Context: an optimization exercise on an open-source flow, tuned for small area. The choices shown serve that exercise and are no tape-out recipe.
Function was checked by simulation only, so behaviour that the tests miss may differ from the original.

**flow/flow/run.sh**
```bash
#!/bin/bash
set -euo pipefail
bash standard.sh synth > synth.log 2>&1
bash standard.sh \
  'BUFFER_PORTS_ARGS=-buffer_cell sky130_fd_sc_hd__buf_1' \
  'CTS_ARGS=-sink_clustering_enable -repair_clock_nets -buf_list sky130_fd_sc_hd__clkbuf_8 -dont_use_dummy_load' \
  finish > layout.log 2>&1
```
**flow/design.v**
```verilog
`timescale 1ns / 1ps
module fa (
    input wire a,
    input wire b,
    input wire c,
    output wire s,
    output wire co
);
    assign s = a ^ b ^ c;
    assign co = (a & b) | (c & (a ^ b));
endmodule
module ha (
    input wire a,
    input wire b,
    output wire s,
    output wire co
);
    assign s = a ^ b;
    assign co = a & b;
endmodule
module syntropy_core (
    input wire clk,
    input wire rst_n,
    input wire [15:0] voltage_drift,
    input wire [15:0] packet_loss,
    input wire [15:0] temp_variance,
    input wire [15:0] phase_jitter,
    input wire [15:0] threshold,
    input wire enable_learning,
    input wire mesh_broadcast_en,
    output wire stable,
    output reg [15:0] flux_value,
    output reg [15:0] correction_vector,
    output reg [15:0] optimized_params,
    output wire learning_active,
    output wire mesh_broadcast_req,
    input wire [15:0] mesh_flux_in,
    input wire [15:0] mesh_correction_in,
    input wire mesh_valid_in,
    output reg [15:0] mesh_flux_out,
    output reg [15:0] mesh_correction_out,
    output wire mesh_valid_out,
    output wire [7:0] iteration_count,
    output wire [3:0] state,
    output wire error_flag
);
    localparam IDLE = 3'd0, EVAL = 3'd1, LEARN = 3'd2, CORR = 3'd3, BCAST = 3'd4, ERR = 3'd5;
    reg [2:0] cs;         
    reg [2:0] ps;         
    reg [3:0] ic;         
    reg       fin;        
    reg       lflag;      
    reg [15:0] p;         
    reg [15:0] q;         
    reg [15:0] thr;
    reg        len, men;
    assign state = {1'b0, ps};
    assign iteration_count = {4'd0, ic};
    assign stable = (ps == EVAL) && (cs == IDLE);
    assign learning_active = (ps == LEARN) && (cs == LEARN);
    assign mesh_broadcast_req = (ps == BCAST);
    assign mesh_valid_out = (ps == BCAST);
    assign error_flag = (ps == ERR);
    wire in_eval  = (cs == EVAL);
    wire in_learn = (cs == LEARN);
    wire first    = (ps == EVAL);
    wire iter     = in_learn && !fin;
    function automatic [4:0] ceil25(input [6:0] b);
        case (b)
            7'd0: ceil25 = 5'd0;
            7'd1: ceil25 = 5'd1;
            7'd2: ceil25 = 5'd1;
            7'd3: ceil25 = 5'd1;
            7'd4: ceil25 = 5'd1;
            7'd5: ceil25 = 5'd1;
            7'd6: ceil25 = 5'd2;
            7'd7: ceil25 = 5'd2;
            7'd8: ceil25 = 5'd2;
            7'd9: ceil25 = 5'd2;
            7'd10: ceil25 = 5'd2;
            7'd11: ceil25 = 5'd3;
            7'd12: ceil25 = 5'd3;
            7'd13: ceil25 = 5'd3;
            7'd14: ceil25 = 5'd3;
            7'd15: ceil25 = 5'd3;
            7'd16: ceil25 = 5'd4;
            7'd17: ceil25 = 5'd4;
            7'd18: ceil25 = 5'd4;
            7'd19: ceil25 = 5'd4;
            7'd20: ceil25 = 5'd4;
            7'd21: ceil25 = 5'd5;
            7'd22: ceil25 = 5'd5;
            7'd23: ceil25 = 5'd5;
            7'd24: ceil25 = 5'd5;
            7'd25: ceil25 = 5'd5;
            7'd26: ceil25 = 5'd6;
            7'd27: ceil25 = 5'd6;
            7'd28: ceil25 = 5'd6;
            7'd29: ceil25 = 5'd6;
            7'd30: ceil25 = 5'd6;
            7'd31: ceil25 = 5'd7;
            7'd32: ceil25 = 5'd7;
            7'd33: ceil25 = 5'd7;
            7'd34: ceil25 = 5'd7;
            7'd35: ceil25 = 5'd7;
            7'd36: ceil25 = 5'd8;
            7'd37: ceil25 = 5'd8;
            7'd38: ceil25 = 5'd8;
            7'd39: ceil25 = 5'd8;
            7'd40: ceil25 = 5'd8;
            7'd41: ceil25 = 5'd9;
            7'd42: ceil25 = 5'd9;
            7'd43: ceil25 = 5'd9;
            7'd44: ceil25 = 5'd9;
            7'd45: ceil25 = 5'd9;
            7'd46: ceil25 = 5'd9;
            7'd47: ceil25 = 5'd10;
            7'd48: ceil25 = 5'd10;
            7'd49: ceil25 = 5'd10;
            7'd50: ceil25 = 5'd10;
            7'd51: ceil25 = 5'd10;
            7'd52: ceil25 = 5'd11;
            7'd53: ceil25 = 5'd11;
            7'd54: ceil25 = 5'd11;
            7'd55: ceil25 = 5'd11;
            7'd56: ceil25 = 5'd11;
            7'd57: ceil25 = 5'd12;
            7'd58: ceil25 = 5'd12;
            7'd59: ceil25 = 5'd12;
            7'd60: ceil25 = 5'd12;
            7'd61: ceil25 = 5'd12;
            7'd62: ceil25 = 5'd13;
            7'd63: ceil25 = 5'd13;
            7'd64: ceil25 = 5'd13;
            7'd65: ceil25 = 5'd13;
            7'd66: ceil25 = 5'd13;
            7'd67: ceil25 = 5'd14;
            7'd68: ceil25 = 5'd14;
            7'd69: ceil25 = 5'd14;
            7'd70: ceil25 = 5'd14;
            7'd71: ceil25 = 5'd14;
            7'd72: ceil25 = 5'd15;
            7'd73: ceil25 = 5'd15;
            7'd74: ceil25 = 5'd15;
            7'd75: ceil25 = 5'd15;
            7'd76: ceil25 = 5'd15;
            7'd77: ceil25 = 5'd16;
            7'd78: ceil25 = 5'd16;
            7'd79: ceil25 = 5'd16;
            7'd80: ceil25 = 5'd16;
            7'd81: ceil25 = 5'd16;
            7'd82: ceil25 = 5'd17;
            7'd83: ceil25 = 5'd17;
            7'd84: ceil25 = 5'd17;
            7'd85: ceil25 = 5'd17;
            7'd86: ceil25 = 5'd17;
            7'd87: ceil25 = 5'd17;
            7'd88: ceil25 = 5'd18;
            7'd89: ceil25 = 5'd18;
            7'd90: ceil25 = 5'd18;
            7'd91: ceil25 = 5'd18;
            7'd92: ceil25 = 5'd18;
            7'd93: ceil25 = 5'd19;
            7'd94: ceil25 = 5'd19;
            7'd95: ceil25 = 5'd19;
            7'd96: ceil25 = 5'd19;
            7'd97: ceil25 = 5'd19;
            7'd98: ceil25 = 5'd20;
            7'd99: ceil25 = 5'd20;
            7'd100: ceil25 = 5'd20;
            7'd101: ceil25 = 5'd20;
            7'd102: ceil25 = 5'd20;
            7'd103: ceil25 = 5'd21;
            7'd104: ceil25 = 5'd21;
            7'd105: ceil25 = 5'd21;
            7'd106: ceil25 = 5'd21;
            7'd107: ceil25 = 5'd21;
            7'd108: ceil25 = 5'd22;
            7'd109: ceil25 = 5'd22;
            7'd110: ceil25 = 5'd22;
            7'd111: ceil25 = 5'd22;
            7'd112: ceil25 = 5'd22;
            7'd113: ceil25 = 5'd23;
            7'd114: ceil25 = 5'd23;
            7'd115: ceil25 = 5'd23;
            7'd116: ceil25 = 5'd23;
            7'd117: ceil25 = 5'd23;
            7'd118: ceil25 = 5'd24;
            7'd119: ceil25 = 5'd24;
            7'd120: ceil25 = 5'd24;
            7'd121: ceil25 = 5'd24;
            7'd122: ceil25 = 5'd24;
            7'd123: ceil25 = 5'd25;
            7'd124: ceil25 = 5'd25;
            7'd125: ceil25 = 5'd25;
            7'd126: ceil25 = 5'd25;
            7'd127: ceil25 = 5'd25;
            default: ceil25 = 5'd0;
        endcase
    endfunction
    wire sw_w1 = ~voltage_drift[1];
    wire sw_w2 = voltage_drift[1];
    wire sw_w3, sw_w4;
    fa sw_fa4 (.a(voltage_drift[2]), .b(packet_loss[2]), .c(1'b1), .s(sw_w3), .co(sw_w4));
    wire sw_w5, sw_w6;
    fa sw_fa6 (.a(voltage_drift[3]), .b(packet_loss[3]), .c(1'b1), .s(sw_w5), .co(sw_w6));
    wire sw_w7, sw_w8;
    fa sw_fa8 (.a(voltage_drift[4]), .b(packet_loss[4]), .c(1'b1), .s(sw_w7), .co(sw_w8));
    wire sw_w9, sw_w10;
    fa sw_fa10 (.a(voltage_drift[5]), .b(packet_loss[5]), .c(1'b1), .s(sw_w9), .co(sw_w10));
    wire sw_w11, sw_w12;
    fa sw_fa12 (.a(voltage_drift[6]), .b(packet_loss[6]), .c(1'b1), .s(sw_w11), .co(sw_w12));
    wire sw_w13, sw_w14;
    fa sw_fa14 (.a(voltage_drift[7]), .b(packet_loss[7]), .c(1'b1), .s(sw_w13), .co(sw_w14));
    wire sw_w15, sw_w16;
    ha sw_ha16 (.a(voltage_drift[0]), .b(packet_loss[0]), .s(sw_w15), .co(sw_w16));
    wire sw_w17, sw_w18;
    fa sw_fa18 (.a(packet_loss[1]), .b(phase_jitter[1]), .c(temp_variance[9]), .s(sw_w17), .co(sw_w18));
    wire sw_w19, sw_w20;
    fa sw_fa20 (.a(phase_jitter[2]), .b(temp_variance[10]), .c(sw_w3), .s(sw_w19), .co(sw_w20));
    wire sw_w21, sw_w22;
    fa sw_fa22 (.a(phase_jitter[3]), .b(temp_variance[11]), .c(sw_w5), .s(sw_w21), .co(sw_w22));
    wire sw_w23, sw_w24;
    fa sw_fa24 (.a(phase_jitter[4]), .b(temp_variance[12]), .c(sw_w7), .s(sw_w23), .co(sw_w24));
    wire sw_w25, sw_w26;
    fa sw_fa26 (.a(phase_jitter[5]), .b(temp_variance[13]), .c(sw_w9), .s(sw_w25), .co(sw_w26));
    wire sw_w27, sw_w28;
    fa sw_fa28 (.a(phase_jitter[6]), .b(temp_variance[14]), .c(sw_w11), .s(sw_w27), .co(sw_w28));
    wire sw_w29, sw_w30;
    fa sw_fa30 (.a(phase_jitter[7]), .b(temp_variance[15]), .c(sw_w13), .s(sw_w29), .co(sw_w30));
    wire sw_w31, sw_w32;
    fa sw_fa32 (.a(voltage_drift[8]), .b(packet_loss[8]), .c(phase_jitter[8]), .s(sw_w31), .co(sw_w32));
    wire sw_w33, sw_w34;
    fa sw_fa34 (.a(voltage_drift[9]), .b(packet_loss[9]), .c(1'b1), .s(sw_w33), .co(sw_w34));
    wire sw_w35, sw_w36;
    fa sw_fa36 (.a(voltage_drift[10]), .b(packet_loss[10]), .c(1'b1), .s(sw_w35), .co(sw_w36));
    wire sw_w37, sw_w38;
    fa sw_fa38 (.a(voltage_drift[11]), .b(packet_loss[11]), .c(1'b1), .s(sw_w37), .co(sw_w38));
    wire sw_w39, sw_w40;
    fa sw_fa40 (.a(voltage_drift[12]), .b(packet_loss[12]), .c(1'b1), .s(sw_w39), .co(sw_w40));
    wire sw_w41, sw_w42;
    fa sw_fa42 (.a(voltage_drift[13]), .b(packet_loss[13]), .c(1'b1), .s(sw_w41), .co(sw_w42));
    wire sw_w43, sw_w44;
    fa sw_fa44 (.a(voltage_drift[14]), .b(packet_loss[14]), .c(1'b1), .s(sw_w43), .co(sw_w44));
    wire sw_w45, sw_w46;
    fa sw_fa46 (.a(voltage_drift[15]), .b(packet_loss[15]), .c(1'b1), .s(sw_w45), .co(sw_w46));
    wire sw_w47, sw_w48;
    ha sw_ha48 (.a(phase_jitter[0]), .b(temp_variance[8]), .s(sw_w47), .co(sw_w48));
    wire sw_w49, sw_w50;
    fa sw_fa50 (.a(sw_w1), .b(sw_w17), .c(sw_w16), .s(sw_w49), .co(sw_w50));
    wire sw_w51, sw_w52;
    fa sw_fa52 (.a(sw_w2), .b(sw_w19), .c(sw_w18), .s(sw_w51), .co(sw_w52));
    wire sw_w53, sw_w54;
    fa sw_fa54 (.a(sw_w4), .b(sw_w21), .c(sw_w20), .s(sw_w53), .co(sw_w54));
    wire sw_w55, sw_w56;
    fa sw_fa56 (.a(sw_w6), .b(sw_w23), .c(sw_w22), .s(sw_w55), .co(sw_w56));
    wire sw_w57, sw_w58;
    fa sw_fa58 (.a(sw_w8), .b(sw_w25), .c(sw_w24), .s(sw_w57), .co(sw_w58));
    wire sw_w59, sw_w60;
    fa sw_fa60 (.a(sw_w10), .b(sw_w27), .c(sw_w26), .s(sw_w59), .co(sw_w60));
    wire sw_w61, sw_w62;
    fa sw_fa62 (.a(sw_w12), .b(sw_w29), .c(sw_w28), .s(sw_w61), .co(sw_w62));
    wire sw_w63, sw_w64;
    fa sw_fa64 (.a(sw_w14), .b(sw_w31), .c(sw_w30), .s(sw_w63), .co(sw_w64));
    wire sw_w65, sw_w66;
    fa sw_fa66 (.a(phase_jitter[9]), .b(sw_w33), .c(sw_w32), .s(sw_w65), .co(sw_w66));
    wire sw_w67, sw_w68;
    fa sw_fa68 (.a(phase_jitter[10]), .b(sw_w35), .c(sw_w34), .s(sw_w67), .co(sw_w68));
    wire sw_w69, sw_w70;
    fa sw_fa70 (.a(phase_jitter[11]), .b(sw_w37), .c(sw_w36), .s(sw_w69), .co(sw_w70));
    wire sw_w71, sw_w72;
    fa sw_fa72 (.a(phase_jitter[12]), .b(sw_w39), .c(sw_w38), .s(sw_w71), .co(sw_w72));
    wire sw_w73, sw_w74;
    fa sw_fa74 (.a(phase_jitter[13]), .b(sw_w41), .c(sw_w40), .s(sw_w73), .co(sw_w74));
    wire sw_w75, sw_w76;
    fa sw_fa76 (.a(phase_jitter[14]), .b(sw_w43), .c(sw_w42), .s(sw_w75), .co(sw_w76));
    wire sw_w77, sw_w78;
    fa sw_fa78 (.a(phase_jitter[15]), .b(sw_w45), .c(sw_w44), .s(sw_w77), .co(sw_w78));
    wire sw_w79, sw_w80;
    fa sw_fa80 (.a(sw_w15), .b(sw_w47), .c(1'b1), .s(sw_w79), .co(sw_w80));
    wire sw_w81, sw_w82;
    fa sw_fa82 (.a(sw_w49), .b(sw_w48), .c(sw_w80), .s(sw_w81), .co(sw_w82));
    wire sw_w83, sw_w84;
    fa sw_fa84 (.a(sw_w51), .b(sw_w50), .c(sw_w82), .s(sw_w83), .co(sw_w84));
    wire sw_w85, sw_w86;
    fa sw_fa86 (.a(sw_w53), .b(sw_w52), .c(sw_w84), .s(sw_w85), .co(sw_w86));
    wire sw_w87, sw_w88;
    fa sw_fa88 (.a(sw_w55), .b(sw_w54), .c(sw_w86), .s(sw_w87), .co(sw_w88));
    wire sw_w89, sw_w90;
    fa sw_fa90 (.a(sw_w57), .b(sw_w56), .c(sw_w88), .s(sw_w89), .co(sw_w90));
    wire sw_w91, sw_w92;
    fa sw_fa92 (.a(sw_w59), .b(sw_w58), .c(sw_w90), .s(sw_w91), .co(sw_w92));
    wire sw_w93, sw_w94;
    fa sw_fa94 (.a(sw_w61), .b(sw_w60), .c(sw_w92), .s(sw_w93), .co(sw_w94));
    wire sw_w95, sw_w96;
    fa sw_fa96 (.a(sw_w63), .b(sw_w62), .c(sw_w94), .s(sw_w95), .co(sw_w96));
    wire sw_w97, sw_w98;
    fa sw_fa98 (.a(sw_w65), .b(sw_w64), .c(sw_w96), .s(sw_w97), .co(sw_w98));
    wire sw_w99, sw_w100;
    fa sw_fa100 (.a(sw_w67), .b(sw_w66), .c(sw_w98), .s(sw_w99), .co(sw_w100));
    wire sw_w101, sw_w102;
    fa sw_fa102 (.a(sw_w69), .b(sw_w68), .c(sw_w100), .s(sw_w101), .co(sw_w102));
    wire sw_w103, sw_w104;
    fa sw_fa104 (.a(sw_w71), .b(sw_w70), .c(sw_w102), .s(sw_w103), .co(sw_w104));
    wire sw_w105, sw_w106;
    fa sw_fa106 (.a(sw_w73), .b(sw_w72), .c(sw_w104), .s(sw_w105), .co(sw_w106));
    wire sw_w107, sw_w108;
    fa sw_fa108 (.a(sw_w75), .b(sw_w74), .c(sw_w106), .s(sw_w107), .co(sw_w108));
    wire sw_w109, sw_w110;
    fa sw_fa110 (.a(sw_w77), .b(sw_w76), .c(sw_w108), .s(sw_w109), .co(sw_w110));
    wire [15:0] nfc = {sw_w109, sw_w107, sw_w105, sw_w103, sw_w101, sw_w99, sw_w97, sw_w95, sw_w93, sw_w91, sw_w89, sw_w87, sw_w85, sw_w83, sw_w81, sw_w79};
    wire [15:0] flux_calc = ~nfc;
    wire ev_w1, ev_w2;
    fa ev_fa2 (.a(thr[0]), .b(nfc[0]), .c(1'b1), .s(ev_w1), .co(ev_w2));
    wire ev_w3, ev_w4;
    fa ev_fa4 (.a(thr[1]), .b(nfc[1]), .c(ev_w2), .s(ev_w3), .co(ev_w4));
    wire ev_w5, ev_w6;
    fa ev_fa6 (.a(thr[2]), .b(nfc[2]), .c(ev_w4), .s(ev_w5), .co(ev_w6));
    wire ev_w7, ev_w8;
    fa ev_fa8 (.a(thr[3]), .b(nfc[3]), .c(ev_w6), .s(ev_w7), .co(ev_w8));
    wire ev_w9, ev_w10;
    fa ev_fa10 (.a(thr[4]), .b(nfc[4]), .c(ev_w8), .s(ev_w9), .co(ev_w10));
    wire ev_w11, ev_w12;
    fa ev_fa12 (.a(thr[5]), .b(nfc[5]), .c(ev_w10), .s(ev_w11), .co(ev_w12));
    wire ev_w13, ev_w14;
    fa ev_fa14 (.a(thr[6]), .b(nfc[6]), .c(ev_w12), .s(ev_w13), .co(ev_w14));
    wire ev_w15, ev_w16;
    fa ev_fa16 (.a(thr[7]), .b(nfc[7]), .c(ev_w14), .s(ev_w15), .co(ev_w16));
    wire ev_w17, ev_w18;
    fa ev_fa18 (.a(thr[8]), .b(nfc[8]), .c(ev_w16), .s(ev_w17), .co(ev_w18));
    wire ev_w19, ev_w20;
    fa ev_fa20 (.a(thr[9]), .b(nfc[9]), .c(ev_w18), .s(ev_w19), .co(ev_w20));
    wire ev_w21, ev_w22;
    fa ev_fa22 (.a(thr[10]), .b(nfc[10]), .c(ev_w20), .s(ev_w21), .co(ev_w22));
    wire ev_w23, ev_w24;
    fa ev_fa24 (.a(thr[11]), .b(nfc[11]), .c(ev_w22), .s(ev_w23), .co(ev_w24));
    wire ev_w25, ev_w26;
    fa ev_fa26 (.a(thr[12]), .b(nfc[12]), .c(ev_w24), .s(ev_w25), .co(ev_w26));
    wire ev_w27, ev_w28;
    fa ev_fa28 (.a(thr[13]), .b(nfc[13]), .c(ev_w26), .s(ev_w27), .co(ev_w28));
    wire ev_w29, ev_w30;
    fa ev_fa30 (.a(thr[14]), .b(nfc[14]), .c(ev_w28), .s(ev_w29), .co(ev_w30));
    wire ev_w31, ev_w32;
    fa ev_fa32 (.a(thr[15]), .b(nfc[15]), .c(ev_w30), .s(ev_w31), .co(ev_w32));
    wire ev_w33 = ~ev_w32;
    wire ev_w34 = ev_w32;
    wire [16:0] ev = {ev_w33, ev_w31, ev_w29, ev_w27, ev_w25, ev_w23, ev_w21, ev_w19, ev_w17, ev_w15, ev_w13, ev_w11, ev_w9, ev_w7, ev_w5, ev_w3, ev_w1};
    wire stable_c = ev[16] | (ev[15:0] == 16'd0);            
    wire [7:0] qhm1;
    wire [8:0] qhb;
    assign qhb[0] = 1'b1;
    genvar gi;
    generate
        for (gi = 0; gi < 8; gi = gi + 1) begin : qdecr
            assign qhm1[gi] = q[8 + gi] ^ qhb[gi];
            assign qhb[gi + 1] = qhb[gi] & ~q[8 + gi];
        end
    endgenerate
    wire qhz = qhb[8];                                      
    wire [15:0] qx = fin ? q : {7'h7f, ~qhz, qhm1};
    wire nx_w1, nx_w2;
    ha nx_ha2 (.a(p[1]), .b(p[0]), .s(nx_w1), .co(nx_w2));
    wire nx_w3, nx_w4;
    fa nx_fa4 (.a(p[2]), .b(p[1]), .c(qx[2]), .s(nx_w3), .co(nx_w4));
    wire nx_w5, nx_w6;
    fa nx_fa6 (.a(p[3]), .b(p[2]), .c(qx[3]), .s(nx_w5), .co(nx_w6));
    wire nx_w7, nx_w8;
    fa nx_fa8 (.a(p[4]), .b(p[3]), .c(qx[4]), .s(nx_w7), .co(nx_w8));
    wire nx_w9, nx_w10;
    fa nx_fa10 (.a(p[5]), .b(p[4]), .c(qx[5]), .s(nx_w9), .co(nx_w10));
    wire nx_w11, nx_w12;
    fa nx_fa12 (.a(p[6]), .b(p[5]), .c(qx[6]), .s(nx_w11), .co(nx_w12));
    wire nx_w13, nx_w14;
    fa nx_fa14 (.a(p[7]), .b(p[6]), .c(qx[7]), .s(nx_w13), .co(nx_w14));
    wire nx_w15, nx_w16;
    fa nx_fa16 (.a(p[8]), .b(p[7]), .c(qx[8]), .s(nx_w15), .co(nx_w16));
    wire nx_w17, nx_w18;
    fa nx_fa18 (.a(p[9]), .b(p[8]), .c(qx[9]), .s(nx_w17), .co(nx_w18));
    wire nx_w19, nx_w20;
    fa nx_fa20 (.a(p[10]), .b(p[9]), .c(qx[10]), .s(nx_w19), .co(nx_w20));
    wire nx_w21, nx_w22;
    fa nx_fa22 (.a(p[11]), .b(p[10]), .c(qx[11]), .s(nx_w21), .co(nx_w22));
    wire nx_w23, nx_w24;
    fa nx_fa24 (.a(p[12]), .b(p[11]), .c(qx[12]), .s(nx_w23), .co(nx_w24));
    wire nx_w25, nx_w26;
    fa nx_fa26 (.a(p[13]), .b(p[12]), .c(qx[13]), .s(nx_w25), .co(nx_w26));
    wire nx_w27, nx_w28;
    fa nx_fa28 (.a(p[14]), .b(p[13]), .c(qx[14]), .s(nx_w27), .co(nx_w28));
    wire nx_w29, nx_w30;
    fa nx_fa30 (.a(p[15]), .b(p[14]), .c(qx[15]), .s(nx_w29), .co(nx_w30));
    wire nx_w31, nx_w32;
    ha nx_ha32 (.a(p[0]), .b(qx[0]), .s(nx_w31), .co(nx_w32));
    wire nx_w33, nx_w34;
    fa nx_fa34 (.a(qx[1]), .b(nx_w1), .c(nx_w32), .s(nx_w33), .co(nx_w34));
    wire nx_w35, nx_w36;
    fa nx_fa36 (.a(nx_w3), .b(nx_w2), .c(nx_w34), .s(nx_w35), .co(nx_w36));
    wire nx_w37, nx_w38;
    fa nx_fa38 (.a(nx_w5), .b(nx_w4), .c(nx_w36), .s(nx_w37), .co(nx_w38));
    wire nx_w39, nx_w40;
    fa nx_fa40 (.a(nx_w7), .b(nx_w6), .c(nx_w38), .s(nx_w39), .co(nx_w40));
    wire nx_w41, nx_w42;
    fa nx_fa42 (.a(nx_w9), .b(nx_w8), .c(nx_w40), .s(nx_w41), .co(nx_w42));
    wire nx_w43, nx_w44;
    fa nx_fa44 (.a(nx_w11), .b(nx_w10), .c(nx_w42), .s(nx_w43), .co(nx_w44));
    wire nx_w45, nx_w46;
    fa nx_fa46 (.a(nx_w13), .b(nx_w12), .c(nx_w44), .s(nx_w45), .co(nx_w46));
    wire nx_w47, nx_w48;
    fa nx_fa48 (.a(nx_w15), .b(nx_w14), .c(nx_w46), .s(nx_w47), .co(nx_w48));
    wire nx_w49, nx_w50;
    fa nx_fa50 (.a(nx_w17), .b(nx_w16), .c(nx_w48), .s(nx_w49), .co(nx_w50));
    wire nx_w51, nx_w52;
    fa nx_fa52 (.a(nx_w19), .b(nx_w18), .c(nx_w50), .s(nx_w51), .co(nx_w52));
    wire nx_w53, nx_w54;
    fa nx_fa54 (.a(nx_w21), .b(nx_w20), .c(nx_w52), .s(nx_w53), .co(nx_w54));
    wire nx_w55, nx_w56;
    fa nx_fa56 (.a(nx_w23), .b(nx_w22), .c(nx_w54), .s(nx_w55), .co(nx_w56));
    wire nx_w57, nx_w58;
    fa nx_fa58 (.a(nx_w25), .b(nx_w24), .c(nx_w56), .s(nx_w57), .co(nx_w58));
    wire nx_w59, nx_w60;
    fa nx_fa60 (.a(nx_w27), .b(nx_w26), .c(nx_w58), .s(nx_w59), .co(nx_w60));
    wire nx_w61, nx_w62;
    fa nx_fa62 (.a(nx_w29), .b(nx_w28), .c(nx_w60), .s(nx_w61), .co(nx_w62));
    wire [15:0] nx = {nx_w61, nx_w59, nx_w57, nx_w55, nx_w53, nx_w51, nx_w49, nx_w47, nx_w45, nx_w43, nx_w41, nx_w39, nx_w37, nx_w35, nx_w33, nx_w31};
    wire [15:0] nf = lflag ? nx : ~flux_value;               
    wire [15:0] f = ~nf;
    wire er_w1, er_w2;
    fa er_fa2 (.a(thr[0]), .b(nf[0]), .c(1'b1), .s(er_w1), .co(er_w2));
    wire er_w3, er_w4;
    fa er_fa4 (.a(thr[1]), .b(nf[1]), .c(er_w2), .s(er_w3), .co(er_w4));
    wire er_w5, er_w6;
    fa er_fa6 (.a(thr[2]), .b(nf[2]), .c(er_w4), .s(er_w5), .co(er_w6));
    wire er_w7, er_w8;
    fa er_fa8 (.a(thr[3]), .b(nf[3]), .c(er_w6), .s(er_w7), .co(er_w8));
    wire er_w9, er_w10;
    fa er_fa10 (.a(thr[4]), .b(nf[4]), .c(er_w8), .s(er_w9), .co(er_w10));
    wire er_w11, er_w12;
    fa er_fa12 (.a(thr[5]), .b(nf[5]), .c(er_w10), .s(er_w11), .co(er_w12));
    wire er_w13, er_w14;
    fa er_fa14 (.a(thr[6]), .b(nf[6]), .c(er_w12), .s(er_w13), .co(er_w14));
    wire er_w15, er_w16;
    fa er_fa16 (.a(thr[7]), .b(nf[7]), .c(er_w14), .s(er_w15), .co(er_w16));
    wire er_w17, er_w18;
    fa er_fa18 (.a(thr[8]), .b(nf[8]), .c(er_w16), .s(er_w17), .co(er_w18));
    wire er_w19, er_w20;
    fa er_fa20 (.a(thr[9]), .b(nf[9]), .c(er_w18), .s(er_w19), .co(er_w20));
    wire er_w21, er_w22;
    fa er_fa22 (.a(thr[10]), .b(nf[10]), .c(er_w20), .s(er_w21), .co(er_w22));
    wire er_w23, er_w24;
    fa er_fa24 (.a(thr[11]), .b(nf[11]), .c(er_w22), .s(er_w23), .co(er_w24));
    wire er_w25, er_w26;
    fa er_fa26 (.a(thr[12]), .b(nf[12]), .c(er_w24), .s(er_w25), .co(er_w26));
    wire er_w27, er_w28;
    fa er_fa28 (.a(thr[13]), .b(nf[13]), .c(er_w26), .s(er_w27), .co(er_w28));
    wire er_w29, er_w30;
    fa er_fa30 (.a(thr[14]), .b(nf[14]), .c(er_w28), .s(er_w29), .co(er_w30));
    wire er_w31, er_w32;
    fa er_fa32 (.a(thr[15]), .b(nf[15]), .c(er_w30), .s(er_w31), .co(er_w32));
    wire er_w33 = ~er_w32;
    wire er_w34 = er_w32;
    wire [16:0] e = {er_w33, er_w31, er_w29, er_w27, er_w25, er_w23, er_w21, er_w19, er_w17, er_w15, er_w13, er_w11, er_w9, er_w7, er_w5, er_w3, er_w1};
    wire [6:0] b  = e[6:0];
    wire       nz = |b;
    wire [4:0] cb = ceil25(b);
    wire y_w1 = ~e[16];
    wire y_w2 = ~y_w1;
    wire y_w3 = y_w1;
    wire y_w4 = ~e[14];
    wire y_w5 = e[14];
    wire y_w6 = ~e[15];
    wire y_w7 = e[15];
    wire y_w8, y_w9;
    ha y_ha9 (.a(e[11]), .b(e[8]), .s(y_w8), .co(y_w9));
    wire y_w10, y_w11;
    fa y_fa11 (.a(e[12]), .b(e[9]), .c(e[8]), .s(y_w10), .co(y_w11));
    wire y_w12, y_w13;
    fa y_fa13 (.a(e[13]), .b(e[10]), .c(e[9]), .s(y_w12), .co(y_w13));
    wire y_w14, y_w15;
    fa y_fa15 (.a(e[14]), .b(e[11]), .c(e[10]), .s(y_w14), .co(y_w15));
    wire y_w16, y_w17;
    fa y_fa17 (.a(e[15]), .b(e[12]), .c(e[11]), .s(y_w16), .co(y_w17));
    wire y_w18, y_w19;
    fa y_fa19 (.a(e[13]), .b(e[12]), .c(y_w2), .s(y_w18), .co(y_w19));
    wire y_w20, y_w21;
    fa y_fa21 (.a(e[13]), .b(y_w4), .c(y_w3), .s(y_w20), .co(y_w21));
    wire y_w22, y_w23;
    fa y_fa23 (.a(e[14]), .b(y_w6), .c(y_w5), .s(y_w22), .co(y_w23));
    wire y_w24 = ~e[16];
    wire y_w25, y_w26;
    fa y_fa26 (.a(y_w24), .b(e[15]), .c(y_w7), .s(y_w25), .co(y_w26));
    wire y_w27, y_w28;
    ha y_ha28 (.a(e[10]), .b(e[7]), .s(y_w27), .co(y_w28));
    wire y_w29, y_w30;
    fa y_fa30 (.a(e[7]), .b(y_w8), .c(y_w28), .s(y_w29), .co(y_w30));
    wire y_w31, y_w32;
    fa y_fa32 (.a(y_w10), .b(y_w9), .c(y_w30), .s(y_w31), .co(y_w32));
    wire y_w33, y_w34;
    fa y_fa34 (.a(y_w12), .b(y_w11), .c(y_w32), .s(y_w33), .co(y_w34));
    wire y_w35, y_w36;
    fa y_fa36 (.a(y_w14), .b(y_w13), .c(y_w34), .s(y_w35), .co(y_w36));
    wire y_w37, y_w38;
    fa y_fa38 (.a(y_w16), .b(y_w15), .c(y_w36), .s(y_w37), .co(y_w38));
    wire y_w39, y_w40;
    fa y_fa40 (.a(y_w18), .b(y_w17), .c(y_w38), .s(y_w39), .co(y_w40));
    wire y_w41, y_w42;
    fa y_fa42 (.a(y_w20), .b(y_w19), .c(y_w40), .s(y_w41), .co(y_w42));
    wire y_w43, y_w44;
    fa y_fa44 (.a(y_w22), .b(y_w21), .c(y_w42), .s(y_w43), .co(y_w44));
    wire y_w45, y_w46;
    fa y_fa46 (.a(y_w25), .b(y_w23), .c(y_w44), .s(y_w45), .co(y_w46));
    wire y_w47 = ~e[16];
    wire y_w48, y_w49;
    fa y_fa49 (.a(y_w47), .b(y_w26), .c(y_w46), .s(y_w48), .co(y_w49));
    wire y_w50 = ~y_w49;
    wire y_w51 = y_w49;
    wire [14:0] y = {y_w50, y_w48, y_w45, y_w43, y_w41, y_w39, y_w37, y_w35, y_w33, y_w31, y_w29, y_w27, e[9], e[8], e[7]};
    wire pu_w1, pu_w2;
    ha pu_ha2 (.a(p[0]), .b(y[0]), .s(pu_w1), .co(pu_w2));
    wire pu_w3, pu_w4;
    fa pu_fa4 (.a(p[1]), .b(y[1]), .c(cb[1]), .s(pu_w3), .co(pu_w4));
    wire pu_w5, pu_w6;
    fa pu_fa6 (.a(p[2]), .b(y[2]), .c(cb[2]), .s(pu_w5), .co(pu_w6));
    wire pu_w7, pu_w8;
    fa pu_fa8 (.a(p[3]), .b(y[3]), .c(cb[3]), .s(pu_w7), .co(pu_w8));
    wire pu_w9, pu_w10;
    fa pu_fa10 (.a(p[4]), .b(y[4]), .c(cb[4]), .s(pu_w9), .co(pu_w10));
    wire pu_w11, pu_w12;
    ha pu_ha12 (.a(p[5]), .b(y[5]), .s(pu_w11), .co(pu_w12));
    wire pu_w13, pu_w14;
    ha pu_ha14 (.a(p[6]), .b(y[6]), .s(pu_w13), .co(pu_w14));
    wire pu_w15, pu_w16;
    ha pu_ha16 (.a(p[7]), .b(y[7]), .s(pu_w15), .co(pu_w16));
    wire pu_w17, pu_w18;
    ha pu_ha18 (.a(p[8]), .b(y[8]), .s(pu_w17), .co(pu_w18));
    wire pu_w19, pu_w20;
    ha pu_ha20 (.a(p[9]), .b(y[9]), .s(pu_w19), .co(pu_w20));
    wire pu_w21, pu_w22;
    ha pu_ha22 (.a(p[10]), .b(y[10]), .s(pu_w21), .co(pu_w22));
    wire pu_w23, pu_w24;
    ha pu_ha24 (.a(p[11]), .b(y[11]), .s(pu_w23), .co(pu_w24));
    wire pu_w25, pu_w26;
    ha pu_ha26 (.a(p[12]), .b(y[12]), .s(pu_w25), .co(pu_w26));
    wire pu_w27, pu_w28;
    ha pu_ha28 (.a(p[13]), .b(y[13]), .s(pu_w27), .co(pu_w28));
    wire pu_w29 = ~y[14];
    wire pu_w30, pu_w31;
    fa pu_fa31 (.a(p[14]), .b(pu_w29), .c(1'b1), .s(pu_w30), .co(pu_w31));
    wire pu_w32 = ~p[15];
    wire pu_w33 = p[15];
    wire pu_w34, pu_w35;
    ha pu_ha35 (.a(cb[0]), .b(pu_w1), .s(pu_w34), .co(pu_w35));
    wire pu_w36, pu_w37;
    fa pu_fa37 (.a(pu_w3), .b(pu_w2), .c(pu_w35), .s(pu_w36), .co(pu_w37));
    wire pu_w38, pu_w39;
    fa pu_fa39 (.a(pu_w5), .b(pu_w4), .c(pu_w37), .s(pu_w38), .co(pu_w39));
    wire pu_w40, pu_w41;
    fa pu_fa41 (.a(pu_w7), .b(pu_w6), .c(pu_w39), .s(pu_w40), .co(pu_w41));
    wire pu_w42, pu_w43;
    fa pu_fa43 (.a(pu_w9), .b(pu_w8), .c(pu_w41), .s(pu_w42), .co(pu_w43));
    wire pu_w44, pu_w45;
    fa pu_fa45 (.a(pu_w11), .b(pu_w10), .c(pu_w43), .s(pu_w44), .co(pu_w45));
    wire pu_w46, pu_w47;
    fa pu_fa47 (.a(pu_w13), .b(pu_w12), .c(pu_w45), .s(pu_w46), .co(pu_w47));
    wire pu_w48, pu_w49;
    fa pu_fa49 (.a(pu_w15), .b(pu_w14), .c(pu_w47), .s(pu_w48), .co(pu_w49));
    wire pu_w50, pu_w51;
    fa pu_fa51 (.a(pu_w17), .b(pu_w16), .c(pu_w49), .s(pu_w50), .co(pu_w51));
    wire pu_w52, pu_w53;
    fa pu_fa53 (.a(pu_w19), .b(pu_w18), .c(pu_w51), .s(pu_w52), .co(pu_w53));
    wire pu_w54, pu_w55;
    fa pu_fa55 (.a(pu_w21), .b(pu_w20), .c(pu_w53), .s(pu_w54), .co(pu_w55));
    wire pu_w56, pu_w57;
    fa pu_fa57 (.a(pu_w23), .b(pu_w22), .c(pu_w55), .s(pu_w56), .co(pu_w57));
    wire pu_w58, pu_w59;
    fa pu_fa59 (.a(pu_w25), .b(pu_w24), .c(pu_w57), .s(pu_w58), .co(pu_w59));
    wire pu_w60, pu_w61;
    fa pu_fa61 (.a(pu_w27), .b(pu_w26), .c(pu_w59), .s(pu_w60), .co(pu_w61));
    wire pu_w62, pu_w63;
    fa pu_fa63 (.a(pu_w30), .b(pu_w28), .c(pu_w61), .s(pu_w62), .co(pu_w63));
    wire pu_w64, pu_w65;
    fa pu_fa65 (.a(pu_w32), .b(pu_w31), .c(pu_w63), .s(pu_w64), .co(pu_w65));
    wire [15:0] pu = {pu_w64, pu_w62, pu_w60, pu_w58, pu_w56, pu_w54, pu_w52, pu_w50, pu_w48, pu_w46, pu_w44, pu_w42, pu_w40, pu_w38, pu_w36, pu_w34};
    wire ylo_nz = |y[7:0];
    wire ylo_hi = y[7] & y[6] & y[5] & (y[4] | y[3]);        
    wire cadd   = nz ? ylo_hi : ylo_nz;
    wire qn_w1, qn_w2;
    ha qn_ha2 (.a(q[0]), .b(nz), .s(qn_w1), .co(qn_w2));
    wire qn_w3, qn_w4;
    ha qn_ha4 (.a(q[1]), .b(qn_w2), .s(qn_w3), .co(qn_w4));
    wire qn_w5, qn_w6;
    ha qn_ha6 (.a(q[2]), .b(qn_w4), .s(qn_w5), .co(qn_w6));
    wire qn_w7, qn_w8;
    ha qn_ha8 (.a(q[3]), .b(qn_w6), .s(qn_w7), .co(qn_w8));
    wire qn_w9, qn_w10;
    ha qn_ha10 (.a(q[4]), .b(qn_w8), .s(qn_w9), .co(qn_w10));
    wire qn_w11, qn_w12;
    ha qn_ha12 (.a(q[5]), .b(qn_w10), .s(qn_w11), .co(qn_w12));
    wire qn_w13, qn_w14;
    ha qn_ha14 (.a(q[6]), .b(qn_w12), .s(qn_w13), .co(qn_w14));
    wire [7:0] qn = {qn_w14, qn_w13, qn_w11, qn_w9, qn_w7, qn_w5, qn_w3, qn_w1};
    wire ql_w1, ql_w2;
    fa ql_fa2 (.a(qn[0]), .b(y[8]), .c(cadd), .s(ql_w1), .co(ql_w2));
    wire ql_w3, ql_w4;
    fa ql_fa4 (.a(qn[1]), .b(y[9]), .c(ql_w2), .s(ql_w3), .co(ql_w4));
    wire ql_w5, ql_w6;
    fa ql_fa6 (.a(qn[2]), .b(y[10]), .c(ql_w4), .s(ql_w5), .co(ql_w6));
    wire ql_w7, ql_w8;
    fa ql_fa8 (.a(qn[3]), .b(y[11]), .c(ql_w6), .s(ql_w7), .co(ql_w8));
    wire ql_w9, ql_w10;
    fa ql_fa10 (.a(qn[4]), .b(y[12]), .c(ql_w8), .s(ql_w9), .co(ql_w10));
    wire ql_w11, ql_w12;
    fa ql_fa12 (.a(qn[5]), .b(y[13]), .c(ql_w10), .s(ql_w11), .co(ql_w12));
    wire ql_w13, ql_w14;
    fa ql_fa14 (.a(qn[6]), .b(y[14]), .c(ql_w12), .s(ql_w13), .co(ql_w14));
    wire [7:0] ql = {ql_w14, ql_w13, ql_w11, ql_w9, ql_w7, ql_w5, ql_w3, ql_w1};
    wire [8:0] qh = q[15:7];
    reg  [8:0] qh1, qh0;
    integer k;
    always @* begin
        for (k = 0; k < 9; k = k + 1) begin
            qh1[k] = qh[k] ^ (~(qn[7] ^ y[14]) &
                              ((qh & ((9'd1 << k) - 9'd1)) == ((9'd1 << k) - 9'd1)));
            qh0[k] = qh[k] ^ ((qn[7] & ~y[14] &
                               ((qh & ((9'd1 << k) - 9'd1)) == ((9'd1 << k) - 9'd1))) |
                              (~qn[7] & y[14] & ((qh & ((9'd1 << k) - 9'd1)) == 9'd0)));
        end
    end
    wire [8:0] qh_new = ql[7] ? qh1 : qh0;
    wire [15:0] qu = {qh_new, ql[6:0]};
    wire ovf = flux_calc[15] | pu[15] | qu[15];
    always @(posedge clk) begin
        thr <= threshold;
        len <= enable_learning;
        men <= mesh_broadcast_en;
    end
    always @(posedge clk or negedge rst_n) begin
        if (!rst_n) begin
            cs <= IDLE;
            ps <= IDLE;
            ic <= 4'd0;
            fin <= 1'b0;
            lflag <= 1'b0;
            p <= 16'd0;
            q <= 16'd0;
            flux_value <= 16'd0;
            correction_vector <= 16'd0;
            optimized_params <= 16'd0;
            mesh_flux_out <= 16'd0;
            mesh_correction_out <= 16'd0;
        end else begin
            ps <= cs;
            case (cs)
                IDLE: cs <= ovf ? ERR : EVAL;
                EVAL: cs <= stable_c ? IDLE : (len ? LEARN : CORR);
                LEARN: if (fin) cs <= CORR;
                CORR: cs <= BCAST;
                BCAST: cs <= IDLE;
                ERR: cs <= ERR;
                default: cs <= IDLE;
            endcase
            fin <= iter && !first && ic[3] && ic[0];
            if (in_eval) begin
                flux_value <= flux_calc;
                lflag <= 1'b0;
                correction_vector <= ev[16] ? 16'd0 : ev[15:0];
            end
            if (iter) begin
                p <= pu;
                q <= qu;
                lflag <= 1'b1;
                ic <= first ? 4'd1 : ic + 4'd1;
            end
            if (fin) optimized_params <= nx;
            if (cs == CORR && men && mesh_valid_in) correction_vector <= mesh_correction_in;
            if (cs == BCAST) begin
                mesh_flux_out <= f;
                mesh_correction_out <= correction_vector;
            end
        end
    end
endmodule
```
**flow/standard.sh**
```bash
#!/bin/bash
# synth_recipe.tcl (not shown) runs the flow's synth.tcl, then flattens the netlist and writes it again
# the make line also repeats each setting of config.mk as NAME=value (left out here)
make -C /OpenROAD-flow-scripts/flow DESIGN_CONFIG=/design/flow/config.mk WORK_HOME=/design/flow/orfs CLKGATE_MAP_FILE= SYNTH_SCRIPT=/design/flow/synth_recipe.tcl "${@:-finish}"
```
**flow/config.mk**
```make
export PLATFORM = sky130hd
export DESIGN_NAME = syntropy_core
export DESIGN_NICKNAME = syntropy_core
export VERILOG_FILES = /design/flow/design.v
export SDC_FILE = /design/flow/constraint.sdc
export NUM_CORES = 4
export LEC_CHECK = 0
export CAP_MARGIN = 20
export CORE_MARGIN = 2
export CORE_UTILIZATION = 45
export CTS_BUF_LIST = sky130_fd_sc_hd__clkbuf_8
export GPL_TIMING_DRIVEN = 0
export SETUP_SLACK_MARGIN = -0.2
export SLEW_MARGIN = 20
export SYNTH_HIERARCHICAL = 1
```
**flow/constraint.sdc**
```tcl
create_clock -name core_clock -period 13.0 [get_ports {clk}]
set_input_delay 2.6000 -clock core_clock [delete_from_list [all_inputs] [get_ports {clk}]]
set_output_delay 2.6000 -clock core_clock [all_outputs]
set_load 0.01 [all_outputs]
```
==> results.cfg, run 1 <==
[run_status]
outcome = timing/DRC/antenna clean

[synth]
synthesis.instances = 813
syn_area_um2 = 9751
synth_area_per_cell_um2 = 11.99
ys.flop_type = dfrtp_1
synth_cell_types = 57
synthArstFlopShare = 0.8732
synth_edf_count = 0
yosys_warnings = 7
synth_sequential_area_ratio = 0.3552
ys_ff_latch = 142

[setup_path]
r2r-end = cs[2]$_DFFE_PN0N_
critPathMaxStageDelay_ns = 0.59
crit_slowest_cell = fa_2
timing.rr.start = q[8]$_DFFE_PN0P_
critPathLaunchType = register
cp.required_ns = 13.31
crit_arrival_ns = 13.12
end_kind = register
regToRegSetupSlack_ns = 0.19
critical_path_class = reg2reg
cp_max_fo = 3
r2r_cells = 37
cpMostUsedCell = fa_2

[floorplan]
coreArea_um2 = 21150
die_h_um = 151.2
die_area_um2 = 22860
boundaryPins = 214
start_util = 0.4609
num_rows = 53
die_w_um = 151.2

[global_routing]
grt_max_degree = 30
grt_pass1_wl_um = 39080
grt_pass1_vias = 7188
antenna_found_initial = 0
grtUsageTotal = 0.2266
grt-ovfl-total = 0

[worst_hold_path]
hold_class = reg2reg
hold_end = ps[1]$_DFF_PN0_
hold_depth = 0
min_from = cs[1]$_DFFE_PN0N_

[finish]
diodes = 0
num-fill-cells = 1884
final_nets = 1371
final_common_cell = buf_1
layout_common_cells = 184 x buf_1, 123 x dfrtp_1, 116 x fa_1
drive_gt1_frac = 0.1566
synthToLayoutAreaGrowth_pct = 18.29
stdcell_count = 1335

[drt]
post-route-drc-count = 0
detail-route-antenna-nets = 0
finalWirelength_um = 24450
drt-initial-drc-count = 430
firstDrtPassIters = 7
vias = 6956
viasPerCell = 5.210
route.detailed.wl_per_inst_um = 18.32

[placement]
gp_congestion = 0.8314
dpl.hpwl_um = 20030
place_inst = 1297
port_buffers = 184
pre_cts_slack_ns = -1.134

[clock_network]
cts_tree = built
htreeDepth = 4
clk_latency_ns = 0.45
ctsHoldBuffers = 0
cts_buffers = 17
cts.sinks = 142
cts_max_path_buffers = 2
worst_setup_hold_path_clk_slew_ns = 0.08
root_buffer = clkbuf_8

[timing]
setup_violations = 0
worst_clock_skew_ns = 0.03925
finalHoldViolCount = 0
timing.final.crit_period_ns = 12.81
timing.final.crit_share = 0.9854
drv_slew = 0
tightest_slew_ns = 0.6552
timing.fmax_ghz = 0.07806
postLayoutSetupSlackWorst_ns = 0.1893
slew_headroom = 0.5632

[run]
drv_cap = 0
## through the flow
stage          utilization  TNS (ns)  instance area [um^2]  hold slack [ns]
6_report            0.5452         0                 11530           0.3745
5_1_grt             0.5452   -0.2539                 11530           0.3972
4_1_cts             0.5404   -0.3206                 11430           0.3789
3_5_place_dp        0.5189    -7.811                 10980           0.3599
3_3_place_gp        0.5134    -6.362                 10860           0.3657
2_1_floorplan            -         0                  9826           0.3548
## per-module statistics from Yosys (local to each module, per instance)
module         flip-flops and latches  times used  cells inside  cell area, um^2
syntropy_core                     142           1           631             6287
fa                                  0         158             1            20.02
ha                                  0          24             1            12.51
## synthesized netlist by cell type, types with 2 or more instances
cell type,instances,area (um^2)
nand4_1,4,25.02
o211ai_1,3,22.52
or3_4,2,22.52
conb_1,2,7.510
mux2_2,33,371.6
xnor2_1,10,87.58
o22ai_1,2,12.51
or3_1,5,31.28
ha_1,34,425.4
nor2_1,62,232.7
nor2b_1,6,37.54
a21oi_1,64,320.3
dfxtp_1,18,360.4
o21ai_0,27,135.1
and3_1,2,12.51
buf_1,3,11.26
and4_1,3,26.28
mux2i_1,6,60.06
buf_6,2,22.52
nor3b_1,3,22.52
buf_2,10,50.05
nand2b_1,3,18.77
fa_1,158,3163
a21o_1,2,15.01
clkbuf_1,18,67.56
a21oi_2,2,17.52
dfrtp_1,124,3103
nor3_1,8,40.04
nor4_1,7,43.79
nand3_1,4,20.02
a222oi_1,16,160.2
buf_4,11,82.58
nand2_1,94,352.8
inv_1,42,157.7
## timing repair
action / CTS / global route
setup endpoints to repair: 12 / 10
buffers inserted: 16 / 7
gates resized for setup: 39 / 21
gates cloned: 0 / 0
pin swaps: 23 / 15
## how the worst max path moves through the flow
stage                           from                end  slack, ns
floorplan              fin$_DFF_PN0_  cs[2]$_DFFE_PN0N_       0.05
global placement       fin$_DFF_PN0_  cs[2]$_DFFE_PN0N_       -1.0
detailed placement     fin$_DFF_PN0_  cs[2]$_DFFE_PN0N_      -1.13
CTS                 q[8]$_DFFE_PN0P_  cs[2]$_DFFE_PN0N_      -0.19
global route        q[8]$_DFFE_PN0P_  cs[2]$_DFFE_PN0N_      -0.17
finish              q[8]$_DFFE_PN0P_  cs[2]$_DFFE_PN0N_       0.19
## sequential cells by signal (all words and copies together), names as in the netlist
| name | flops |
|---|---|
| correction_vector | 16 |
| flux_value | 16 |
| mesh_correction_out | 16 |
| mesh_flux_out | 16 |
| optimized_params | 16 |
| p | 16 |
| q | 16 |
| thr | 16 |
| ic | 4 |
| cs | 3 |
| ps | 3 |
| fin | 1 |
| len | 1 |
| lflag | 1 |
| men | 1 |
## area by class of cell
cell class,instances,area [um^2],share of cell area
repair buffers,212,979.7,0.08494
clock buffers,17,234.0,0.02029
multi-input cells,605,6121,0.5307
well taps,275,344.1,0.02983
inverters,42,157.7,0.01367
flip-flops and latches,142,3465,0.3004
plain buffers,42,232.7,0.02018
## logic make-up (layout without fill, tap and decap cells)
kind of cell | count (synthesis) | after routing | synth area share
AO/OA/AOI/OAI | 130 | 130 | 0.08251
XOR/XNOR | 10 | 10 | 0.008982
adder cells (fa/ha/maj) | 193 | 193 | 0.3690
buffers and inverters | 86 | 313 | 0.04016
flip-flops | 142 | 142 | 0.3552
multiplexers | 39 | 39 | 0.04427
other | 2 | 22 | 0.0007702
AND/OR/NAND/NOR | 211 | 211 | 0.09906
## layer usage
metal / wire [um] / global-route usage
met4: 255 / 0.04860
met3: 1326 / 0.03886
met1: 10900 / 0.3259
met5: 0 / 0
met2: 11980 / 0.3643
## critical path: cells and delay by family (launching register included)
kind | cells | cell delay [ns]
fa+ha+maj | 27 | 10.60
simple gates | 3 | 0.60
mux | 2 | 0.53
flops | 1 | 0.37
compound gates | 3 | 0.35
buf+inv | 2 | 0.21
==> run 2, diff against run 1 <==
==> flow/flow/run.sh (replaced) <==
#!/bin/bash
set -euo pipefail
bash standard.sh synth > synth.log 2>&1
bash standard.sh \
  'BUFFER_PORTS_ARGS=-buffer_cell sky130_fd_sc_hd__buf_1' \
  'CTS_ARGS=-repair_clock_nets -buf_list sky130_fd_sc_hd__clkbuf_8 -dont_use_dummy_load' \
  finish > layout.log 2>&1
--- a/flow/config.mk
+++ b/flow/config.mk
@@ -7,9 +7,9 @@
 export LEC_CHECK = 0
 export CAP_MARGIN = 20
 export CORE_MARGIN = 2
-export CORE_UTILIZATION = 45
+export CORE_UTILIZATION = 40
 export CTS_BUF_LIST = sky130_fd_sc_hd__clkbuf_8
 export GPL_TIMING_DRIVEN = 0
-export SETUP_SLACK_MARGIN = -0.2
+export SETUP_SLACK_MARGIN = -0.1
 export SLEW_MARGIN = 20
 export SYNTH_HIERARCHICAL = 1
==> run 2 against run 1 <==
Against the previous run:
- worst hold slack gained 0.0027 ns
- utilization shrank 7.0 points
- sequential cell count is the same
- critical path depth shrank 1
- still clean
==> results.cfg, run 2 <==
[timing]
drv_slew = 0
worst_clock_skew_ns = 0.04005
postLayoutSetupSlackWorst_ns = 0.2560
hold_slack_ns = 0.3772
timing.fmax_ghz = 0.07847
tightest_slew_ns = 0.6795
timing.final.crit_share = 0.9803
finalHoldViolCount = 0
setup_violations = 0
timing.final.crit_period_ns = 12.74
slew_headroom = 0.5470

[floorplan]
start_util = 0.4045
die_w_um = 160.1
num_rows = 57
die_area_um2 = 25640
coreArea_um2 = 24110
boundaryPins = 214
die_h_um = 160.1

[setup_path]
crit_arrival_ns = 13.07
path_buf_inv = 1
end_kind = register
critPathMaxStageDelay_ns = 0.59
cp.required_ns = 13.32
crit_slowest_cell = fa_2
cpMostUsedCell = fa_2
cp_max_fo = 2
critPathTopFamily = adder cells
critical_path_class = reg2reg
critPathLaunchType = register

[drt]
route.detailed.wl_per_inst_um = 17.50
finalWirelength_um = 24010
viasPerCell = 5.038
wl_met2_um = 11500
top_layer = met4
drt-initial-drc-count = 530
wl_met3_um = 1199
post-route-drc-count = 0
firstDrtPassIters = 5
detail-route-antenna-nets = 0
drt-met1-wl_um = 10770
vias = 6912

[finish]
final_common_cell = buf_1
design_area_um2 = 11470
layout_common_cells = 184 x buf_1, 124 x fa_1, 123 x dfrtp_1
final_nets = 1359
synthToLayoutAreaGrowth_pct = 17.61
num-fill-cells = 2268
seq_area_um2 = 3465
multi_input_area_um2 = 6107
diodes = 0
drive_gt1_frac = 0.1384

[synth]
synth_common_cells = 158 x fa_1, 124 x dfrtp_1, 94 x nand2_1, 64 x a21oi_1, 62 x nor2_1
synthArstFlopShare = 0.8732
synth_most_common_cell = fa_1
synth_edf_count = 0
synth_top_area_frac = 0.3244
yosys.area.top_type = fa_1
synthTopCellsByArea = fa_1 32%, dfrtp_1 32%, ha_1 4.4%
ys_ff_latch = 142
synthesis.instances = 813
synth_sequential_area_ratio = 0.3552
synth_area_per_cell_um2 = 11.99
yosys_warnings = 7
syn_area_um2 = 9751
ys.flop_type = dfrtp_1
synth_cell_types = 57

[placement]
port_buffers = 184
pre_cts_slack_ns = -1.121
place_area_um2 = 11000
dpl.hpwl_um = 19930
gp_congestion = 0.8644

[global_routing]
grtUsageTotal = 0.1947
grt_max_degree = 32
antenna_found_initial = 0
grt_pass1_wl_um = 38290
grt_pass1_vias = 7029
grt-ovfl-total = 0

[clock_network]
clk_latency_ns = 0.46
worst_setup_hold_path_clk_slew_ns = 0.08
cts_max_path_buffers = 2
htreeDepth = 4
cts_buffers = 17
cts.sinks = 142
root_buffer = clkbuf_8
cts_tree = built

[worst_hold_path]
hold_class = reg2reg

[run]
drv_cap = 0

[run_status]
outcome = timing/DRC/antenna clean
## run 2: cell counts after synthesis
No cell type changed its count.
## run 2: Yosys stat by module (local to each module, per instance)
module | area [um^2] | cells inside | times used
fa | 20.02 | 1 | 158
ha | 12.51 | 1 | 24
syntropy_core | 6287 | 631 | 1
## run 2: path summary, 6_finish.rpt
| path | endpoint | depth (start not counted) | slack [ns] | start |
|---|---|---|---|---|
| setup / recovery | cs[2]$_DFFE_PN0N_ | 36 | 0.26 | q[9]$_DFFE_PN0P_ |
| hold reg to reg | ps[2]$_DFF_PN0_ | 0 | 0.38 | cs[2]$_DFFE_PN0N_ |
| hold / removal | ps[2]$_DFF_PN0_ | 0 | 0.38 | cs[2]$_DFFE_PN0N_ |
| setup reg to reg | cs[2]$_DFFE_PN0N_ | 36 | 0.26 | q[9]$_DFFE_PN0P_ |
| min in group asynchronous | q[12]$_DFFE_PN0P_ | 1 | 2.10 | rst_n |
| max in group asynchronous | correction_vector[5]$_DFFE_PN0P_ | 3 | 10.12 | rst_n |
## run 2: timing repair
| item | CTS | global route |
|---|---|---|
| pin swaps | 7 | 17 |
| hold buffers | 0 | 0 |
| endpoints found under the setup margin | 12 | 7 |
| setup buffers | 4 | 8 |
| gates resized for setup | 30 | 22 |
## run 2: cell type report
cell class / count / area share
Multi-Input combinational cell: 605 / 0.5326
Sequential cell: 142 / 0.3021
Tap cell: 324 / 0.03535
Inverter: 42 / 0.01375
Buffer: 42 / 0.02062
Clock buffer: 17 / 0.02040
Timing Repair Buffer: 200 / 0.07518
## run 2: metrics by stage
stage                     std cells  TNS [ns]    util
after global routing           1372  -0.09376  0.4757
after CTS                      1364  -0.06511  0.4706
after detailed placement       1345    -7.772  0.4565
after floorplan                 833         0       -
final                          1372         0  0.4757
after global placement         1341    -6.270  0.4531
## run 2: kinds of logic (layout without fill, tap and decap cells)
family / Yosys count / after routing / share of synthesized area
buffers and inverters: 86 / 301 / 0.04016
AO/OA/AOI/OAI: 130 / 130 / 0.08251
adder cells (fa/ha/maj): 193 / 193 / 0.3690
multiplexers: 39 / 39 / 0.04427
XOR/XNOR: 10 / 10 / 0.008982
other: 2 / 22 / 0.0007702
flip-flops: 142 / 142 / 0.3552
AND/OR/NAND/NOR: 211 / 211 / 0.09906
## run 2: routing by layer
metal	GRT usage	vias up
li1	-	3163
met1	0.2707	3512
met2	0.3129	207
met3	0.03506	30
met4	0.06183	0
met5	0	-
==> run 3, diff against run 2 <==
==> flow/flow/run.sh (replaced) <==
#!/bin/bash
set -euo pipefail
bash standard.sh synth > synth.log 2>&1
bash standard.sh \
  'BUFFER_PORTS_ARGS=-buffer_cell sky130_fd_sc_hd__buf_1' \
  'CTS_ARGS=-sink_clustering_enable -sink_clustering_size 30 -sink_clustering_max_diameter 150 -repair_clock_nets -buf_list sky130_fd_sc_hd__clkbuf_8 -dont_use_dummy_load' \
  finish > layout.log 2>&1
==> run 3 against run 2 <==
Against the previous run:
- global-route usage is the same
- sequential cell count is the same
- still clean on timing, DRC and antenna
- critical path depth did not move
- design area is the same
- clock skew stayed put
- final cell count is the same
- sequential share of layout area is the same
- synthesized cell count unchanged
- area after synthesis unchanged
- wire length stayed put
==> results.cfg, run 3 <==
[finish]
layout_common_cells = 184 x buf_1, 124 x fa_1, 123 x dfrtp_1
drive_gt1_frac = 0.1384
final_common_cell = buf_1
post-route-util = 0.4757
final_nets = 1359
synthToLayoutAreaGrowth_pct = 17.61
diodes = 0

[floorplan]
num_rows = 57
boundaryPins = 214
die_area_um2 = 25640
start_util = 0.4045
die_w_um = 160.1
die_h_um = 160.1
coreArea_um2 = 24110

[setup_path]
cp_max_fo = 2
crit_slowest_cell = fa_2
critPathMaxStageDelay_ns = 0.59
r2r_cells = 36
worst-path-stages = 36
path_buf_inv = 1
cp.required_ns = 13.32
setup.worst_path.start = q[9]$_DFFE_PN0P_
regToRegSetupSlack_ns = 0.26
critPathLaunchType = register
crit_arrival_ns = 13.07
critical_path_class = reg2reg
cp-endpoint = cs[2]$_DFFE_PN0N_
timing.rr.start = q[9]$_DFFE_PN0P_
critPathTopFamily = adder cells
end_kind = register
r2r-end = cs[2]$_DFFE_PN0N_
cpMostUsedCell = fa_2

[placement]
port_buffers = 184
gp_congestion = 0.8644
pre_cts_slack_ns = -1.121
dpl.hpwl_um = 19930

[synth]
synthesis.instances = 813
synth_compound_area_frac = 0.08251
synth.area.mux_share = 0.04427
ys_ff_latch = 142
synth_area_per_cell_um2 = 11.99
synth_common_cells = 158 x fa_1, 124 x dfrtp_1, 94 x nand2_1, 64 x a21oi_1, 62 x nor2_1
synth_cell_types = 57
synth-adder-area-share = 0.3690
synth_xor_area_frac = 0.008982
yosys.area.top_type = fa_1
synth_most_common_cell = fa_1
syn_area_um2 = 9751
synth_top_family_by_area = adder cells
synth_top_area_frac = 0.3244
synthSimpleGateAreaFrac = 0.09906
synthTopCellsByArea = fa_1 32%, dfrtp_1 32%, ha_1 4.4%
synthArstFlopShare = 0.8732
ys.flop_type = dfrtp_1
synth_edf_count = 0
synth_sequential_area_ratio = 0.3552
yosys_warnings = 7

[drt]
firstDrtPassIters = 5
detail-route-antenna-nets = 0
viasPerCell = 5.038
finalWirelength_um = 24010
post-route-drc-count = 0
route.detailed.wl_per_inst_um = 17.50
vias = 6912
drt-initial-drc-count = 530

[global_routing]
grt_pass1_wl_um = 38290
grt_pass1_vias = 7029
grtUsageTotal = 0.1947
grt-ovfl-total = 0
grt_max_degree = 32
antenna_found_initial = 0

[clock_network]
cts_max_path_buffers = 2
cts.sinks = 142
clk_latency_ns = 0.46
root_buffer = clkbuf_8
worst_setup_hold_path_clk_slew_ns = 0.08
htreeDepth = 4
cts_buffers = 17
cts_tree = built

[timing]
timing.final.crit_share = 0.9803
drv_slew = 0
postLayoutSetupSlackWorst_ns = 0.2560
slew_headroom = 0.5470
tns_ns = 0
hold_slack_ns = 0.3772
timing.final.crit_period_ns = 12.74
timing.fmax_ghz = 0.07847
tightest_slew_ns = 0.6795
worst_clock_skew_ns = 0.04005
finalHoldViolCount = 0
setup_violations = 0

[run]
drv_cap = 0

[worst_hold_path]
hold_class = reg2reg

[run_status]
outcome = timing/DRC/antenna clean
## run 3: cell families after synthesis
group	after synthesis
AND/OR/NAND/NOR	211
adder cells (fa/ha/maj)	193
flip-flops	142
AO/OA/AOI/OAI	130
buffers and inverters	86
multiplexers	39
XOR/XNOR	10
other	2
## run 3: repair_timing
item                                    in CTS  in global routing
setup buffers                                4                  8
hold buffers                                 0                  0
gates cloned                                 0                  0
pin swaps                                    7                 17
resized for setup                           30                 22
endpoints found under the setup margin      12                  7
endpoints found under the hold margin        0                  0
## run 3: layout make-up
class,instances,area [um^2]
multi-input combinational,605,6107
buffer,42,236.5
timing repair buffer,200,862.1
fill,2268,12640
inverter,42,157.7
sequential,142,3465
clock buffer,17,234.0
tap,324,405.4
## run 3: layer usage
| layer | track usage | vias up | wire, um |
|---|---|---|---|
| met4 | 0.06183 | 0 | 536 |
| met5 | 0 | - | 0 |
| met1 | 0.2707 | 3512 | 10770 |
| met3 | 0.03506 | 30 | 1199 |
| met2 | 0.3129 | 207 | 11500 |
| li1 | - | 3163 | - |
## run 3: how the worst min path moves through the flow
stage / from / cells past startpoint / to / slack, ns
after floorplan: cs[1]$_DFFE_PN0N_ / 0 / ps[1]$_DFF_PN0_ / 0.35
after global placement: cs[2]$_DFFE_PN0N_ / 0 / ps[2]$_DFF_PN0_ / 0.36
after detailed placement: cs[2]$_DFFE_PN0N_ / 0 / ps[2]$_DFF_PN0_ / 0.36
after CTS: cs[2]$_DFFE_PN0N_ / 0 / ps[2]$_DFF_PN0_ / 0.38
after global routing: cs[2]$_DFFE_PN0N_ / 0 / ps[2]$_DFF_PN0_ / 0.39
final: cs[2]$_DFFE_PN0N_ / 0 / ps[2]$_DFF_PN0_ / 0.38
## run 3: modules after synthesis (local to each module, per instance)
module | cells inside | flops+latches | area (um^2) | times used
syntropy_core | 631 | 142 | 6287 | 1
ha | 1 | 0 | 12.51 | 24
fa | 1 | 0 | 20.02 | 158
## run 3: through the flow
stage          instance area (um^2)  instances
5_1_grt                       11470       1372
4_1_cts                       11340       1364
3_5_place_dp                  11000       1345
6_report                      11470       1372
2_1_floorplan                  9826        833
3_3_place_gp                  10920       1341

==> re-timing with driven ports <==
How much do the figures lean on ideal ports? The routed layouts below were timed once more, with nothing changed but the port constraints.
Step 1, drivers: a clkbuf_16 drives clk and a buf_2 each remaining input, both assumed.
Step 2 moves the port delays by t, midway between the first and last clock arrival at a register: inputs arrive t later, outputs are due t later. That takes back most of the time a late clock gives input paths.
a / b / c = ideal ports / drivers / drivers and shift; a / b = the first two.
run | t (ns) | slack for setup (ns) | worst setup path at the end | pins driven straight from the clock port
run 1 | 0.467 | 0.189 / 0.189 / 0.189 | register to register | 1
run 2 | 0.479 | 0.256 / 0.256 / 0.256 | register to register | 1
run 3 | 0.479 | 0.256 / 0.256 / 0.256 | register to register | 1
After both steps every run listed still meets setup and hold.
